From an optimization exercise on the open Yosys and OpenROAD flow, aimed at small area; shortcuts taken in it are not production practice.
RTL that was checked went through simulation tests only; none was proved equivalent to the original.
Power and IR drop assume default switching activity.

==> trial 13: inputs <==
==> flow/design.v (excerpt) <==
module gain
   ( input  logic                 clk,
     input  logic                 reset,
     input  logic                 avsWr,
     input  logic        [ 31 : 0 ] avsWrData,
     output logic        [ 31 : 0 ] avsRdData,
     input  logic                 st,
     input  logic signed [ 15 : 0 ] a,
     output logic                 rdy,
     output logic signed [ 15 : 0 ] y );
==> flow/config.mk <==
export PLATFORM = sky130hd
export DESIGN_NAME = gain
export DESIGN_NICKNAME = gain
export VERILOG_FILES = /design/flow/design.v
export SDC_FILE = /design/flow/constraint.sdc
export NUM_CORES = 4
export LEC_CHECK = 0
export CAP_MARGIN = 20
export CORE_MARGIN = 2
export CORE_UTILIZATION = 40
export SETUP_SLACK_MARGIN = 0.05
export SLEW_MARGIN = 20
export SYNTH_HIERARCHICAL = 1
export SYNTH_MINIMUM_KEEP_SIZE = 0
==> flow/constraint.sdc <==
create_clock -name core_clock -period 6.4 [get_ports {clk}]
set_input_delay 1.2800 -clock core_clock [delete_from_list [all_inputs] [get_ports {clk}]]
set_output_delay 1.2800 -clock core_clock [all_outputs]
set_load 0.01 [all_outputs]
run.sh (not shown) runs the stock make flow with config.mk's settings and CLKGATE_MAP_FILE= SYNTH_SCRIPT=/design/flow/synth_recipe.tcl, a recipe that flattens the netlist after the stock synthesis.
==> trial 16 (differences from trial 13) <==
--- a/flow/design.v
+++ b/flow/design.v
@@ -29,18 +29,18 @@
      input  logic                   reset,
      input  logic                   st,
      input  logic signed [ 15 : 0 ] a,
      input  logic        [ 15 : 0 ] coef,
      output logic                   rdy,
      output logic signed [ 15 : 0 ] y );
    logic          [ 1 : 0 ] rdyReg;
    logic         [ 15 : 0 ] aReg;
-   logic         [ 23 : 8 ] nP;       
-   logic         [ 23 : 8 ] P;
+   logic         [ 23 : 0 ] nP;       
+   logic         [ 23 : 0 ] P;
    logic         [ 14 : 0 ] aMag;     
    logic         [ 15 : 0 ] cSuf;     
    logic                    big, neg, ovf;
    logic [ 20 : 0 ] ra, rb, rs;
    logic pp1, pp2, pp3, pp4, pp5, pp6, pp7, pp8, pp9, pp10, pp11, pp12, pp13, pp14, pp15, pp16;
    logic pp17, pp18, pp19, pp20, pp21, pp22, pp23, pp24, pp25, pp26, pp27, pp28, pp29, pp30, pp31, pp32;
    logic pp33, pp34, pp35, pp36, pp37, pp38, pp39, pp40, pp41, pp42, pp43, pp44, pp45, pp46, pp47, pp48;
    logic pp49, pp50, pp51, pp52, pp53, pp54, pp55, pp56, pp57, pp58, pp59, pp60, pp61, pp62, pp63, pp64;
@@ -514,17 +514,17 @@
    gainFa fa632 ( c614, s627, c616, s631, c632 );
    gainFa fa634 ( s629, c618, s631, s633, c634 );
    assign c635 = pp17 & s229;
    gainFa fa637 ( s231, s233, c635, s636, c637 );
    gainFa fa639 ( s237, s239, c637, s638, c639 );
    assign ra = { c620, c604, c586, c566, c544, c520, c494, c466, c438, c410, c384, c360, c338, s335, c300, c284, s281, s267, s255, s245, 1'b1 };
    assign rb = { s633, s619, s603, s585, s565, s543, s519, s493, s465, s437, s409, s383, s359, s337, s317, s299, s283, s269, s257, s247, c639 };
    assign rs = ra + rb;
-   assign nP[ 23 : 8 ] = rs[ 20 : 5 ];
+   assign nP[ 23 : 4 ] = rs[ 20 : 1 ];
    assign P = ~nP;
    assign aMag = aReg[ 14 : 0 ] ^ { 15{ aReg[ 15 ] } };
    assign cSuf[ 15 ] = coef[ 15 ];
    for ( genvar k = 14; k >= 0; k-- ) begin : gSuf
       assign cSuf[ k ] = cSuf[ k + 1 ] | coef[ k ];
    end
    assign big = |( aMag[ 14 : 8 ] & { cSuf[ 9 ], cSuf[ 10 ], cSuf[ 11 ], cSuf[ 12 ], cSuf[ 13 ], cSuf[ 14 ], cSuf[ 15 ] } );
    assign neg = aReg[ 15 ] & cSuf[ 0 ];
==> notes <==
- Trial 16 finished with timing, DRC and antenna clean. Trial 13 produced a clean layout.
- Wire length is the same in trial 13 and trial 16.
- Clock skew is the same in trial 13 and trial 16.
- Cell area is the same in trial 16 and trial 13.
- In synthesized cell count, trial 16 and trial 13 do not differ.
- Power is the same in trial 13 and trial 16.
- In flip-flop and latch count, trial 13 and trial 16 do not differ.
- In clock-buffer cell count, trial 16 and trial 13 do not differ.
- In maximum frequency, trial 16 and trial 13 do not differ.
==> figures <==
Result of the run: trial 16 no timing/DRC/antenna violations; trial 13 no timing/DRC/antenna violations
Critical path start-end classification: trial 16 reg -> reg; trial 13 reg -> reg
Clock tree cell share of total cell area: trial 16 0.0293; trial 13 0.0293
Nets: trial 16 1096; trial 13 1096
Number of different library cells in the post-synthesis netlist: trial 16 52; trial 13 52
CTS max path bufs: trial 16 2; trial 13 2
Min Tclk post-route: trial 16 5.86 ns; trial 13 5.86 ns
Final area over synthesized area: trial 16 1.177x; trial 13 1.177x
FILL cells: trial 16 1877; trial 13 1877
Synth warn: trial 16 16; trial 13 8
Setup slack of the most critical reg-to-reg path: trial 16 0.54 ns; trial 13 0.54 ns
Clock group total power: trial 16 0.483 mW; trial 13 0.483 mW
Global routing usage on met1: trial 16 0.284; trial 13 0.284
H-tree levels: trial 16 3; trial 13 3
Total wire length after detailed routing: trial 16 20700 um; trial 13 20700 um
Post-Place Setup Slack: trial 16 0.591 ns; trial 13 0.591 ns
Clock latency on the worst-skew pair: trial 16 0.35 ns; trial 13 0.35 ns
No functional check of the RTL was part of trial 16.

* * *

==> inputs of run a <==
Another version of the RTL of gain (not shown whole).
export LEC_CHECK = 0
export ABC_AREA = 1
export CAP_MARGIN = 20
export CORE_MARGIN = 2
export CORE_UTILIZATION = 40
export SETUP_SLACK_MARGIN = 0.05
export SLEW_MARGIN = 20
export SYNTH_HIERARCHICAL = 1
export SYNTH_MINIMUM_KEEP_SIZE = 0
create_clock -name core_clock -period 6.4 [get_ports {clk}]
==> run b (differences from run a) <==
==> flow/flow/run.sh (new file) <==
#!/bin/bash
# Standard layout (the standard.sh: standard synthesis and ORFS steps), with the
# input and output ports buffered by the smallest buffer cell instead of the one
# buffer_ports picks by default. Each ORFS step keeps its own log under orfs/logs/.
set -euo pipefail
bash standard.sh 'BUFFER_PORTS_ARGS=-buffer_cell sky130_fd_sc_hd__buf_1' finish > standard_flow.log 2>&1
==> flow/standard.sh (new file) <==
#!/bin/bash
# synth_recipe.tcl (not shown) runs the flow's synth.tcl, then flattens the netlist and writes it again
# the make line also repeats each setting of config.mk as NAME=value (left out here)
make -C /OpenROAD-flow-scripts/flow DESIGN_CONFIG=/design/flow/config.mk WORK_HOME=/design/flow/orfs CLKGATE_MAP_FILE= SYNTH_SCRIPT=/design/flow/synth_recipe.tcl "${@:-finish}"
- CORE_UTILIZATION: 40 -> 65
- CTS_BUF_LIST: not set -> sky130_fd_sc_hd__clkbuf_4
removed: flow/run.sh
==> run c (differences from run a) <==
- CORE_UTILIZATION: 40 -> 65
- CTS_BUF_LIST: not set -> sky130_fd_sc_hd__clkbuf_4
==> results by group <==
Outcome
  – Status: complete, no violations

Setup path
  – Reg-to-Reg Start: gainMultInst.aReg[0]
  – Reg-to-reg setup timing slack: 0.53 ns

Finish
  – Non-clk buf share: 6.33%
  – Seq/total area: 19.5%
  – Final Instance Area: 8060 um^2

Route
  – DR WL/cell: 17.8 um

Pwr
  – Sw frac: 51.1%
That was run b.
==> results by group <==
Pwr
  – Sw frac: 51.5%

Setup path
  – Reg-to-Reg Start: gainMultInst.aReg[1]
  – Reg-to-reg setup timing slack: 0.67 ns

Place
  – Routability cong.: 0.899
  – Dpl hpwl: 14,000 um

Logic synthesis
  – Count leader, synth: xor2_1
  – Simple-gate area share of the yosys netlist: 12.6%

Outcome
  – Status: complete, no violations

Finish
  – Seq/total area: 18.4%
  – Final Instance Area: 8540 um^2
That was run c.
==> results by group <==
Finish
  – Seq/total area: 17.8%
  – Final Instance Area: 8860 um^2
  – Non-clk buf share: 12.0%

Pwr
  – Sw frac: 48.6%
  – Psw: 2010 uW
  – Static leakage: 0.00381 uW

Global routing
  – GR Overflow Total: 0

Route
  – DR vias: 5,753

Setup path
  – Reg-to-reg setup timing slack: 0.63 ns

Outcome
  – Status: complete, no violations

Clock network
  – Clock latency (worst-skew pair): 0.34 ns
That was run a.

* * *

==> ember <==
Another version of the RTL of gain (not shown whole).
export LEC_CHECK = 0
export CAP_MARGIN = 20
export CORE_MARGIN = 2
export CORE_UTILIZATION = 90
export CTS_BUF_LIST = sky130_fd_sc_hd__clkbuf_8
export SETUP_SLACK_MARGIN = 0.05
export SLEW_MARGIN = 20
export SYNTH_HIERARCHICAL = 1
export SYNTH_MINIMUM_KEEP_SIZE = 0
create_clock -name core_clock -period 6.4 [get_ports {clk}]
standard.sh (not shown) runs the stock make flow with config.mk's settings and CLKGATE_MAP_FILE= SYNTH_SCRIPT=/design/flow/synth_recipe.tcl, a recipe that flattens the netlist after the stock synthesis.
==> flow/flow/run.sh <==
#!/bin/bash
# Standard layout (the standard.sh: standard synthesis and ORFS steps) with these
# changes: every combinational cell is set to its smallest drive strength after
# floorplan (flow/downsize.tcl; later repair steps size up what they need), the ports
# are buffered with the smallest buffer cell, and clock tree synthesis adds no dummy
# loads, and the constant outputs share one tie cell. Each ORFS step keeps its own log under orfs/logs/; make's output goes to
# standard_flow.log.
set -euo pipefail
here=$(pwd)
bash standard.sh "POST_FLOORPLAN_TCL=$here/flow/downsize.tcl" \
  'BUFFER_PORTS_ARGS=-buffer_cell sky130_fd_sc_hd__buf_1' \
  'CTS_ARGS=-sink_clustering_enable -repair_clock_nets -buf_list sky130_fd_sc_hd__clkbuf_8 -dont_use_dummy_load' \
  'SKIP_REPAIR_TIE_FANOUT=1' finish > standard_flow.log 2>&1
==> flow/flow/downsize.tcl <==
# Sourced after floorplan (POST_FLOORPLAN_TCL): give every combinational cell
# the smallest drive strength of its function; the later repair steps size up
# what timing, slew and capacitance need.
set skip {^(df|dl|sdf|edf|conb|tap|fill|decap|diode|clk|lpflow|probe|macro)}
set dont_use [split [string trim $::env(DONT_USE_CELLS)]]
set n_swapped 0
foreach inst [get_cells *] {
  set m [get_property $inst ref_name]
  if { ![regexp {^sky130_fd_sc_hd__(.+)_([0-9]+)$} $m -> base drv] } { continue }
  if { [regexp $skip $base] } { continue }
  set best ""
  set best_area 1e9
  foreach lc [get_lib_cells sky130_fd_sc_hd__${base}_*] {
    set name [get_property $lc name]
    if { ![regexp "^sky130_fd_sc_hd__${base}_\[0-9\]+\$" $name] } { continue }
    if { [lsearch -exact $dont_use $name] >= 0 } { continue }
    set a [get_property $lc area]
    if { $a < $best_area } {
      set best_area $a
      set best $name
    }
  }
  if { $best ne "" && $best ne $m } {
    set cur_area [get_property [lindex [get_lib_cells $m] 0] area]
    if { $best_area < $cur_area } {
      replace_cell [get_property $inst full_name] $best
      incr n_swapped
    }
  }
}
puts "downsize: $n_swapped cells downsized"
==> quartz: changes against ember <==
--- a/flow/design.v
+++ b/flow/design.v
@@ -235,24 +235,21 @@
    gainFa fa144 ( pp16, pp32, pp48, s143, c144 );
    gainFa fa146 ( pp64, pp80, pp94, s145, c146 );
    gainHa ha148 ( pp106, pp116, s147, c148 );
    gainFa fa150 ( pp17, pp33, pp49, s149, c150 );
    gainFa fa152 ( pp65, pp81, pp95, s151, c152 );
    gainHa ha154 ( pp107, pp117, s153, c154 );
-   gainXnor xn156 ( pp18, pp34, s155 );
-   gainOr or156 ( pp18, pp34, c156 );
+   gainFa1 fa156 ( pp18, pp34, s155, c156 );
    gainFa fa158 ( pp50, pp66, pp82, s157, c158 );
    gainFa fa160 ( pp96, pp108, pp118, s159, c160 );
-   gainXnor xn162 ( pp35, pp51, s161 );
-   gainOr or162 ( pp35, pp51, c162 );
+   gainFa1 fa162 ( pp35, pp51, s161, c162 );
    gainFa fa164 ( pp67, pp83, pp97, s163, c164 );
    gainHa ha166 ( pp109, pp119, s165, c166 );
    gainFa fa168 ( pp36, pp52, pp68, s167, c168 );
    gainFa fa170 ( pp84, pp98, pp110, s169, c170 );
-   gainXnor xn172 ( pp53, pp69, s171 );
-   gainOr or172 ( pp53, pp69, c172 );
+   gainFa1 fa172 ( pp53, pp69, s171, c172 );
    gainHa ha174 ( pp85, pp99, s173, c174 );
    gainFa fa176 ( pp54, pp70, pp86, s175, c176 );
    assign s177 = ~pp71;
    assign c178 = pp71;
    gainHa ha180 ( bNeg[ 3 ], pp7, s179, c180 );
    gainHa ha182 ( pp8, pp24, s181, c182 );
@@ -478,20 +475,16 @@
 module gainFa
    ( input  logic a, b, ci,
      output logic s, co );
    assign s  = a ^ b ^ ci;
    assign co = ( a & b ) | ( a & ci ) | ( b & ci );
 endmodule
-module gainXnor
+module gainFa1
    ( input  logic a, b,
-     output logic s );
-   assign s = ~( a ^ b );
-endmodule
-module gainOr
-   ( input  logic a, b,
-     output logic co );
+     output logic s, co );
+   assign s  = ~( a ^ b );
    assign co = a | b;
 endmodule
 module gainHa
    ( input  logic a, b,
      output logic s, co );
    assign s  = a ^ b;
==> flow/flow/run.sh (replaced) <==
#!/bin/bash
# Standard layout (the standard.sh: standard synthesis and ORFS steps) with these
# changes: every combinational cell is set to its smallest drive strength after
# floorplan (flow/downsize.tcl; later repair steps size up what they need), the ports
# are buffered with the smallest buffer cell, and clock tree synthesis adds no dummy
# loads. Each ORFS step keeps its own log under orfs/logs/; make's output goes to
# standard_flow.log.
set -euo pipefail
here=$(pwd)
bash standard.sh "POST_FLOORPLAN_TCL=$here/flow/downsize.tcl" \
  'BUFFER_PORTS_ARGS=-buffer_cell sky130_fd_sc_hd__buf_1' \
  'CTS_ARGS=-sink_clustering_enable -repair_clock_nets -buf_list sky130_fd_sc_hd__clkbuf_8 -dont_use_dummy_load' \
  finish > standard_flow.log 2>&1
CORE_UTILIZATION = 75   (was 90)
==> garnet: changes against ember <==
--- a/flow/design.v
+++ b/flow/design.v
@@ -235,24 +235,21 @@
    gainFa fa144 ( pp16, pp32, pp48, s143, c144 );
    gainFa fa146 ( pp64, pp80, pp94, s145, c146 );
    gainHa ha148 ( pp106, pp116, s147, c148 );
    gainFa fa150 ( pp17, pp33, pp49, s149, c150 );
    gainFa fa152 ( pp65, pp81, pp95, s151, c152 );
    gainHa ha154 ( pp107, pp117, s153, c154 );
-   gainXnor xn156 ( pp18, pp34, s155 );
-   gainOr or156 ( pp18, pp34, c156 );
+   gainFa1 fa156 ( pp18, pp34, s155, c156 );
    gainFa fa158 ( pp50, pp66, pp82, s157, c158 );
    gainFa fa160 ( pp96, pp108, pp118, s159, c160 );
-   gainXnor xn162 ( pp35, pp51, s161 );
-   gainOr or162 ( pp35, pp51, c162 );
+   gainFa1 fa162 ( pp35, pp51, s161, c162 );
    gainFa fa164 ( pp67, pp83, pp97, s163, c164 );
    gainHa ha166 ( pp109, pp119, s165, c166 );
    gainFa fa168 ( pp36, pp52, pp68, s167, c168 );
    gainFa fa170 ( pp84, pp98, pp110, s169, c170 );
-   gainXnor xn172 ( pp53, pp69, s171 );
-   gainOr or172 ( pp53, pp69, c172 );
+   gainFa1 fa172 ( pp53, pp69, s171, c172 );
    gainHa ha174 ( pp85, pp99, s173, c174 );
    gainFa fa176 ( pp54, pp70, pp86, s175, c176 );
    assign s177 = ~pp71;
    assign c178 = pp71;
    gainHa ha180 ( bNeg[ 3 ], pp7, s179, c180 );
    gainHa ha182 ( pp8, pp24, s181, c182 );
@@ -478,20 +475,16 @@
 module gainFa
    ( input  logic a, b, ci,
      output logic s, co );
    assign s  = a ^ b ^ ci;
    assign co = ( a & b ) | ( a & ci ) | ( b & ci );
 endmodule
-module gainXnor
+module gainFa1
    ( input  logic a, b,
-     output logic s );
-   assign s = ~( a ^ b );
-endmodule
-module gainOr
-   ( input  logic a, b,
-     output logic co );
+     output logic s, co );
+   assign s  = ~( a ^ b );
    assign co = a | b;
 endmodule
 module gainHa
    ( input  logic a, b,
      output logic s, co );
    assign s  = a ^ b;
CORE_UTILIZATION = 85   (was 90)
GPL_TIMING_DRIVEN = 0   (was not set)
==> notes <==
Of quartz and ember, quartz has the higher synthesized cell count (gap 1.4%, measured against ember). The highest global-route usage belongs to ember, the lowest to quartz. Against ember, the die area of garnet is larger by about 6%. Via count: ember > garnet > quartz. In quartz the sequential power is smaller than in garnet, by about 4%. Against quartz, the final cell count of ember is lower by about 6%.
==> figures <==
Outcome: ember complete, no violations; garnet complete, no violations; quartz complete, no violations
Worst setup slack for register-to-register paths: ember 0.40 ns; garnet 0.19 ns; quartz 0.41 ns
Final setup margin: ember 0.3962 ns; garnet 0.1891 ns; quartz 0.4060 ns
CP peak stage delay: ember 0.67 ns; garnet 0.53 ns; quartz 0.62 ns
Overall power: ember 5271 µW; garnet 5121 µW; quartz 4907 µW
Global-route wire length before repair: ember 31.53 mm; garnet 29.66 mm; quartz 29.15 mm
Core Util, Final: ember 92.26%; garnet 87.77%; quartz 78.21%
Clock power share: ember 5.2%; garnet 5.5%; quartz 5.5%
Worst hold slack: ember 0.3482 ns; garnet 0.3470 ns; quartz 0.3514 ns
Cell Rows: ember 33; garnet 34; quartz 36
Clock network latency to the later pin of the worst-skew pair: ember 0.36 ns; garnet 0.35 ns; quartz 0.35 ns
Switching portion of total power: ember 51.67%; garnet 51.17%; quartz 49.41%
Routed met3 length: ember 2.096 mm; garnet 1.775 mm; quartz 1.103 mm

## re-timing with driven ports
The flow's constraints put no driver on any port. The routed layouts listed below were extracted and timed again, unchanged, in two steps.
Step 1 sets driving cells, clkbuf_16 on the clock port and buf_2 on the other inputs (assumed; they add their load-dependent delay and slew).
Step 2 times the ports against the registers' clock, not the clock port: input delays grow and output delays shrink by t, the midpoint of the rising clock arrivals with the driver on.
Three values: ideal ports, drivers, drivers and shift; two values: the first two.
| run | shift t [ns] | setup slack, ns | hold WS [ns] | worst slew at a driven data input, ns | pins driven straight from the clock port |
|---|---|---|---|---|---|
| trial 13 | 0.381 | 0.540 / 0.540 / 0.540 | 0.355 / 0.355 / 0.355 | 0.06 | 1 |
| trial 16 | 0.381 | 0.540 / 0.540 / 0.540 | 0.355 / 0.355 / 0.355 | 0.06 | 1 |
| run a | 0.384 | 0.631 / 0.631 / 0.631 | 0.349 / 0.349 / 0.349 | 0.06 | 1 |
| run b | 0.470 | 0.532 / 0.532 / 0.532 | 0.362 / 0.362 / 0.362 | 0.04 | 1 |
| run c | 0.487 | 0.668 / 0.668 / 0.668 | 0.363 / 0.363 / 0.363 | 0.04 | 1 |
| ember | 0.379 | 0.396 / 0.396 / 0.396 | 0.348 / 0.348 / 0.348 | 0.05 | 1 |
| quartz | 0.374 | 0.406 / 0.406 / 0.406 | 0.351 / 0.351 / 0.351 | 0.05 | 1 |
| garnet | 0.373 | 0.189 / 0.189 / 0.189 | 0.347 / 0.347 / 0.347 | 0.05 | 1 |
After both steps every run listed still meets setup and hold.
